What follows belongs to an exercise in optimizing a design on an open flow for small area and a short achievable clock period; a production flow would make more cautious choices. In this exercise RTL edits were held to simulation tests only and were not proved equivalent to the original.

Setup of build 14:
Design fp16_arith, start of the top module:
module fp16_arith(
input clk,
input [15:0] numi1,
input [15:0] numi2,
output [15:0] sum,
output [1:0] iszero,
output [1:0] isinf,
output isnan,
output [15:0] prod
    );
clock: 17.0 ns
lec_check: 0
cap_margin: 20
core_margin: 2
core_utilization: 60
slew_margin: 20
synth_hierarchical: 1
standard.sh (not shown) runs the stock make flow with config.mk's settings and CLKGATE_MAP_FILE= SYNTH_SCRIPT=/design/flow/synth_recipe.tcl, a recipe that flattens the netlist after the stock synthesis.
==> flow/flow/run.sh <==
#!/bin/bash
# Own layout flow: the standard ORFS flow, with plain buf_1 cells as the
# port buffers (buffer_ports would otherwise pick clkdlybuf4s50_1, a slow
# delay cell). Every input and output port still gets its own buffer.
set -euo pipefail
export BUFFER_PORTS_ARGS="-buffer_cell sky130_fd_sc_hd__buf_1"
if [[ -f flow/env.sh ]]; then source flow/env.sh; fi
bash standard.sh > standard.log 2>&1
==> flow/flow/env.sh <==
export SETUP_SLACK_MARGIN=9.5
Per the final summary, build 14 finished and its layout is clean on timing, DRC and antenna.
Inputs modified between build 14 and build 31:
--- a/flow/design.v
+++ b/flow/design.v
@@ -1,17 +1,16 @@
 `timescale 1ns / 1ps
 module fp16_adder(
 input [15:0] numi1,
 input [15:0] numi2,
 input clk,
-input sz_r,
 output [15:0] ans,
 output [1:0] iszero,
 output reg [1:0] isinf,
-output isnan
+output reg isnan
     );
     wire [4:0]  e1 = numi1[14:10];
     wire [4:0]  e2 = numi2[14:10];
     wire        s1 = numi1[15];
     wire        s2 = numi2[15];
     wire [10:0] m1 = {1'b1, numi1[9:0]};
     wire [10:0] m2 = {1'b1, numi2[9:0]};
@@ -25,22 +24,24 @@
     wire [4:0]  emax = ge ? e1 : e2;
     wire [10:0] m2s  = m2 >> d;
     wire        sz = s1 ^ s2;
     wire [11:0] t;
     wire        tco;
     fp16_add12 u_t(.a({1'b0, m1}), .b({1'b0, m2s} ^ {12{sz}}), .ci(sz), .s(t), .co(tco));
     reg [4:0] emax_r;
-    reg       c_r, h_r, s1_r;
+    reg       c_r, h_r, s1_r, sz_r;
     reg [9:0] v_r;
     always @(posedge clk) begin
         isinf  <= inf_p ? 2'b01 : inf_n ? 2'b10 : 2'b00;
+        isnan  <= special & ~inf_p & ~inf_n;
         emax_r <= emax;
         c_r    <= t[11];
         h_r    <= t[10];
         s1_r   <= s1;
+        sz_r   <= sz;
         v_r    <= t[9:0];
     end
     wire       neg = c_r & sz_r;
     wire       rs  = s1_r ^ neg;
     wire [9:0] nv  = 10'd0 - v_r;
     wire [9:0] zt;
     assign zt[0] = ~v_r[9];
@@ -73,26 +74,24 @@
         end else begin
             re = 5'd0;
             rf = v_r;
         end
     end
     wire zero = ~c_r & zt[9];
     wire zsgn = s1_r & h_r;
-    wire spec = &emax_r;
-    assign isnan = spec & ~isinf[1] & ~isinf[0];
+    wire spec = isinf[1] | isinf[0] | isnan;
     assign iszero = (spec | ~zero) ? 2'b00 : {1'b1, ~zsgn};
     assign ans    = (spec | zero) ? 16'd0 : {rs, re, rf};
 endmodule
 `timescale 1ns / 1ps
 module fp16_simple_multiplier(
 input [15:0] numi1,
 input [15:0] numi2,
 input clk,
-output [15:0] ans,
-output reg sz_r
+output [15:0] ans
     );
     wire [9:0]  x = numi1[9:0];
     wire [9:0]  y = numi2[9:0];
     wire [21:0] ra, rb;
     wire pp0_0 = x[0] & y[0];
     wire pp0_1 = x[0] & y[1];
     wire pp0_2 = x[0] & y[2];
@@ -395,15 +394,15 @@
     wire [8:0]  zb  = (ra[8:0] ^ rb[8:0]) ^ {ra[7:0] | rb[7:0], 1'b0};
     wire        gt  = (lp[9] ^ c9) & (zb != 9'd0);
     wire [11:0] hi;
     wire        hco;
     fp16_add12 u_hi(.a(ra[21:10]), .b(rb[21:10]), .ci(c10), .s(hi), .co(hco));
     wire        sz  = numi1[15] ^ numi2[15];
     reg  [11:0] hi_r;
-    reg         inc_r;
+    reg         inc_r, sz_r;
     reg  [4:0]  eb_r;
     always @(posedge clk) begin
         hi_r  <= hi;
         inc_r <= sz ^ gt;
         sz_r  <= sz;
         eb_r  <= numi1[14:10] + numi2[14:10] + 5'd17;
     end
@@ -479,26 +478,23 @@
 input [15:0] numi2,
 output [15:0] sum,
 output [1:0] iszero,
 output [1:0] isinf,
 output isnan,
 output [15:0] prod
     );
-    wire sz_r;
     fp16_adder u_add(
         .numi1(numi1),
         .numi2(numi2),
         .clk(clk),
-        .sz_r(sz_r),
         .ans(sum),
         .iszero(iszero),
         .isinf(isinf),
         .isnan(isnan)
     );
     fp16_simple_multiplier u_mul(
         .numi1(numi1),
         .numi2(numi2),
         .clk(clk),
-        .ans(prod),
-        .sz_r(sz_r)
+        .ans(prod)
     );
 endmodule
Findings:
Build 31: full flow OK, the timing, DRC and antenna checks passed
Highest clock rate: build 14 vs build 31 — no meaningful difference
Per the comparison of build 31 with build 14, final HPWL from detailed placement lower, final non-filler cell total saw a decrease, global-route wire length before repair shows a reduction of about 2%.
Build 31 ends up with lower utilization than build 14 does.
The lower buffer count excluding the clock tree in the final layout came out of build 31.
Between build 14 and build 31, area after detailed placement is lower for build 14, build 31 comes in above that.
The share of the clock period used by the worst path on build 14 is in line with that on build 31.
[build 31 vs build 14] data arrival time at the worst-slack endpoint: lower in build 31
Compared with build 14, build 31 shows critical path depth in cells higher by 2.
Going from build 14 to build 31, total of cells resized after clock tree synthesis decreased 8, met1 demand-to-capacity share in global routing decreased 2.0 points.

## separate check: timing with driven ports
In the flow no input, the clock included, has a driving cell. The finished layouts below were timed again as built, in two steps. Step 1: set_driving_cell puts a clkbuf_16 on clk and a buf_2 on each other input, an assumption about the parent block. Step 2 moves the port delays by t, midway between the first and last clock arrival at a register: inputs arrive t later, outputs are due t later. That takes back most of the time a late clock gives input paths. Slacks: ideal / step 1 / step 2; pairs: ideal / step 1.
| run | shift t [ns] | setup slack, ns | worst setup path after step 2 | latest minus earliest clock arrival (ns) | worst data-port slew with drivers (ns) |
|---|---|---|---|---|---|
| build 14 | 0.323 | 9.639 / 9.610 / 9.335 | input to register | 0.010 / 0.011 | 0.05 |
| build 31 | 0.319 | 9.622 / 9.584 / 9.406 | input to register | 0.002 / 0.002 | 0.04 |
After both steps every run listed still meets setup and hold. The setup slack of build 14, which loses most, moves by -0.029 ns with the drivers and by -0.304 ns with both steps.
